From an optimization exercise on the open Yosys and OpenROAD flow, aimed at small area, a short achievable clock period and few clock cycles; shortcuts taken in it are not production practice.
Function was checked by simulation only, so behaviour that the tests miss may differ from the original.

== S ==
## FFT_TOP
module FFT_TOP #(
    parameter N = 32,
    word_size = 16
) (
    input wire clk, reset, en,
    input wire input_valid, receiver_ready,
    input wire [word_size*2-1: 0] i_input_sample1, i_input_sample2,
    output wire output_valid,
    output wire [word_size*2-1: 0] o_output_sample1, o_output_sample2
);
localparam S_IN = 2'd0, S_COMP = 2'd1, S_OUT = 2'd2;
reg [1:0] state;
reg [3:0] in_cnt;
reg [5:0] q;             
reg [4:0] out_m;         
reg direct;              
reg [2:0] drain;
reg rr_r;                
function [1:0] bank_of;
    input [4:0] a;
    bank_of = {a[1] ^ a[3] ^ a[4], a[0] ^ a[2] ^ a[4]};
endfunction
function [4:0] rotl5;
    input [4:0] x;
    input [2:0] s;
    case (s)
        3'd0: rotl5 = x;
        3'd1: rotl5 = {x[3:0], x[4]};
        3'd2: rotl5 = {x[2:0], x[4:3]};
        3'd3: rotl5 = {x[1:0], x[4:2]};
        default: rotl5 = {x[0], x[4:1]};
    endcase
endfunction
wire comp = (state == S_COMP);
wire pre = (state == S_IN) && (in_cnt >= 4'd7) && (in_cnt != 4'd15);
wire [2:0] t0 = in_cnt[2:0] + 3'd1;                       
wire issuing = comp || pre;
wire [2:0] s = pre ? 3'd0 : {1'b0, q[4:3]} + 3'd1;
wire [2:0] i3 = pre ? {t0[0], t0[1], t0[2]} : q[2:0];
wire slot_v = pre || comp;
reg [4:0] aP1, aP2, aQ1, aQ2;
  ...
==> flow/config.mk <==
export PLATFORM = sky130hd
export DESIGN_NAME = FFT_TOP
export DESIGN_NICKNAME = FFT_TOP
export VERILOG_FILES = /design/flow/design.v
export SDC_FILE = /design/flow/constraint.sdc
export NUM_CORES = 4
export LEC_CHECK = 0
export CAP_MARGIN = 20
export CORE_MARGIN = 2
export CORE_UTILIZATION = 55
export CTS_CLUSTER_SIZE = 30
export SLEW_MARGIN = 20
==> flow/constraint.sdc <==
create_clock -name core_clock -period 10.0 [get_ports {clk}]
set_input_delay 2.0000 -clock core_clock [delete_from_list [all_inputs] [get_ports {clk}]]
set_output_delay 2.0000 -clock core_clock [all_outputs]
set_load 0.01 [all_outputs]
standard.sh (not shown) runs the stock make flow with config.mk's settings and CLKGATE_MAP_FILE= SYNTH_SCRIPT=/design/flow/synth_recipe.tcl, a recipe that flattens the netlist after the stock synthesis.
==> flow/flow/run.sh <==
#!/bin/bash
# The standard layout, with timing repair aimed at a 3.6 ns period: the clock
# stays at the design's period, repair_timing is only told to keep a 6.4 ns
# setup margin, without gate cloning (clones overloaded some nets).
# Every step's output goes to its own log here.
set -e
export SETUP_SLACK_MARGIN=6.4
export SKIP_GATE_CLONING=1
bash standard.sh > standard.log 2>&1
S finished end to end and its layout was clean on timing, DRC and antenna.
Testbench counts of S, summed over its fixed seeds: cycles 15,360.
### S -> T
# S
export LEC_CHECK = 0
export CAP_MARGIN = 20
export CORE_MARGIN = 2
export CORE_UTILIZATION = 55
export CTS_CLUSTER_SIZE = 30
export SLEW_MARGIN = 20
create_clock -name core_clock -period 10.0 [get_ports {clk}]
# T
export LEC_CHECK = 0
export CAP_MARGIN = 20
export CORE_MARGIN = 2
export CORE_UTILIZATION = 55
export SLEW_MARGIN = 20
create_clock -name core_clock -period 10.0 [get_ports {clk}]
==> comparison <==
From S to T the numbers moved as follows: number of buffer and inverter stages on the critical path closely matched the old numbers, total area of sequential cells closely matched the old numbers. T vs. S: area of the die about even; average cell area after synthesis about even. Wire length came out exactly the same in S and T. Diff S -> T: count of hold buffers inserted by post-cts repair has remained practically unchanged, fraction of the cycle the final worst path needs held steady, global-route usage did not really move.

---

## run a
Another version of the RTL of FFT_TOP (not shown whole).
For scale: about 10,000 cells after synthesis, about 2,200 flip-flops, ~130 I/O pins, about 120,000 um2 of cells after synthesis.
Settings: LEC_CHECK=0, CAP_MARGIN=20, CORE_MARGIN=2, CORE_UTILIZATION=60, SLEW_MARGIN=20; clock period 10.0 ns.
==> flow/flow/run.sh <==
#!/bin/bash
# The standard layout, with timing repair aimed at a 3.3 ns period: the clock
# stays at the design's period, repair_timing is only told to keep a 6.7 ns
# setup margin, without gate cloning (clones overloaded some nets).
# Every step's output goes to its own log here.
set -e
export SETUP_SLACK_MARGIN=6.7
export SKIP_GATE_CLONING=1
bash standard.sh > standard.log 2>&1
Having completed the whole flow, run a delivered a layout that passed the timing, DRC and antenna checks.
Testbench counts of run a, summed over its fixed seeds: cycles 15,360.
For run b, these inputs were changed with respect to run a:
# run a
export LEC_CHECK = 0
export CAP_MARGIN = 20
export CORE_MARGIN = 2
export CORE_UTILIZATION = 60
export SLEW_MARGIN = 20
create_clock -name core_clock -period 10.0 [get_ports {clk}]
# run b
export LEC_CHECK = 0
export CAP_MARGIN = 20
export CORE_MARGIN = 2
export CORE_UTILIZATION = 55
export SLEW_MARGIN = 20
create_clock -name core_clock -period 10.0 [get_ports {clk}]
==> flow/flow/run.sh <==
#!/bin/bash
# The standard layout, with timing repair aimed at a 3.6 ns period: the clock
# stays at the design's period, repair_timing is only told to keep a 6.4 ns
# setup margin, without gate cloning (clones overloaded some nets).
# Every step's output goes to its own log here.
set -e
export SETUP_SLACK_MARGIN=6.4
export SKIP_GATE_CLONING=1
bash standard.sh > standard.log 2>&1
### Flow results
On final instance area, run b does better than run a.
Relative to run a, number of vias per cell has decreased by about 3.5% in run b.
Re proportion of cell area occupied by multi-input gates: run a was lower than run b.
Going from run a to run b, clock tree buffer count of the final layout shows an increase of 13; filler-free cell count of the finished design shows an increase of 0.88%; hold slack shows a reduction of 0.031 ns.

---

## lane 1
Another version of the RTL of FFT_TOP (not shown whole).
Size: about 10,000 cells after synthesis, roughly 2,100 flip-flops, ~130 I/O pins, about 120,000 µm² of cells after synthesis.
==> flow/config.mk <==
export PLATFORM = sky130hd
export DESIGN_NAME = FFT_TOP
export DESIGN_NICKNAME = FFT_TOP
export VERILOG_FILES = /design/flow/design.v
export SDC_FILE = /design/flow/constraint.sdc
export NUM_CORES = 4
export LEC_CHECK = 0
export CAP_MARGIN = 20
export CORE_MARGIN = 2
export CORE_UTILIZATION = 55
export SLEW_MARGIN = 20
==> flow/constraint.sdc <==
create_clock -name core_clock -period 10.0 [get_ports {clk}]
set_input_delay 2.0000 -clock core_clock [delete_from_list [all_inputs] [get_ports {clk}]]
set_output_delay 2.0000 -clock core_clock [all_outputs]
set_load 0.01 [all_outputs]
==> flow/flow/run.sh <==
#!/bin/bash
# The standard layout, with timing repair aimed at a 3.4 ns period: the clock
# stays at the design's period, repair_timing is only told to keep a 6.6 ns
# setup margin, without gate cloning (clones overloaded some nets).
# Every step's output goes to its own log here.
set -e
export SETUP_SLACK_MARGIN=6.6
export SKIP_GATE_CLONING=1
bash standard.sh > standard.log 2>&1
Lane 1: flow completed, timing, DRC and antenna clean
Testbench counts of lane 1, summed over its fixed seeds: cycles 15,360.
diff inputs: lane 1 => lane 2
==> flow/flow/run.sh <==
#!/bin/bash
# The standard layout, with timing repair aimed at a 3.6 ns period: the clock
# stays at the design's period, repair_timing is only told to keep a 6.4 ns
# setup margin, without gate cloning (clones overloaded some nets).
# Every step's output goes to its own log here.
set -e
export SETUP_SLACK_MARGIN=6.4
export SKIP_GATE_CLONING=1
bash standard.sh > standard.log 2>&1
Findings:
The via count of lane 2 was superior to that of lane 1.
Lane 1 has lower met2 layer usage reported by global route than lane 2.
Shortest period the worst path allows, lane 1 and lane 2: higher on lane 2
Summary of lane 2 over lane 1: number of fill cells in the layout went up; combined flip-flop and latch cell area about even.

-- re-timing with driven ports --
Ports are ideal in the flow. The routed layouts listed here were re-timed in OpenROAD. Step 1: set_driving_cell puts a clkbuf_16 on clk and a buf_2 on each other input, an assumption about the parent block. Step 2 moves the port delays by t, midway between the first and last clock arrival at a register: inputs arrive t later, outputs are due t later. That takes back most of the time a late clock gives input paths. a / b / c = ideal / step 1 / step 2; a / b = the first two.
run	shift t [ns]	setup WS [ns]	slew at the worst register clock pin (ns)
S	0.979	6.137 / 6.137 / 5.827	0.07 / 0.07
T	0.979	6.137 / 6.137 / 5.827	0.07 / 0.07
run a	0.964	5.932 / 5.932 / 5.932	0.07 / 0.07
run b	1.000	6.062 / 6.062 / 5.776	0.07 / 0.07
lane 1	0.977	6.422 / 6.422 / 5.949	0.07 / 0.07
lane 2	0.963	6.357 / 6.357 / 5.908	0.07 / 0.07
After both steps setup and hold are still met in every run listed. The setup slack of lane 1, which loses most, moves by 0.000 ns with the drivers and by -0.473 ns with both steps.
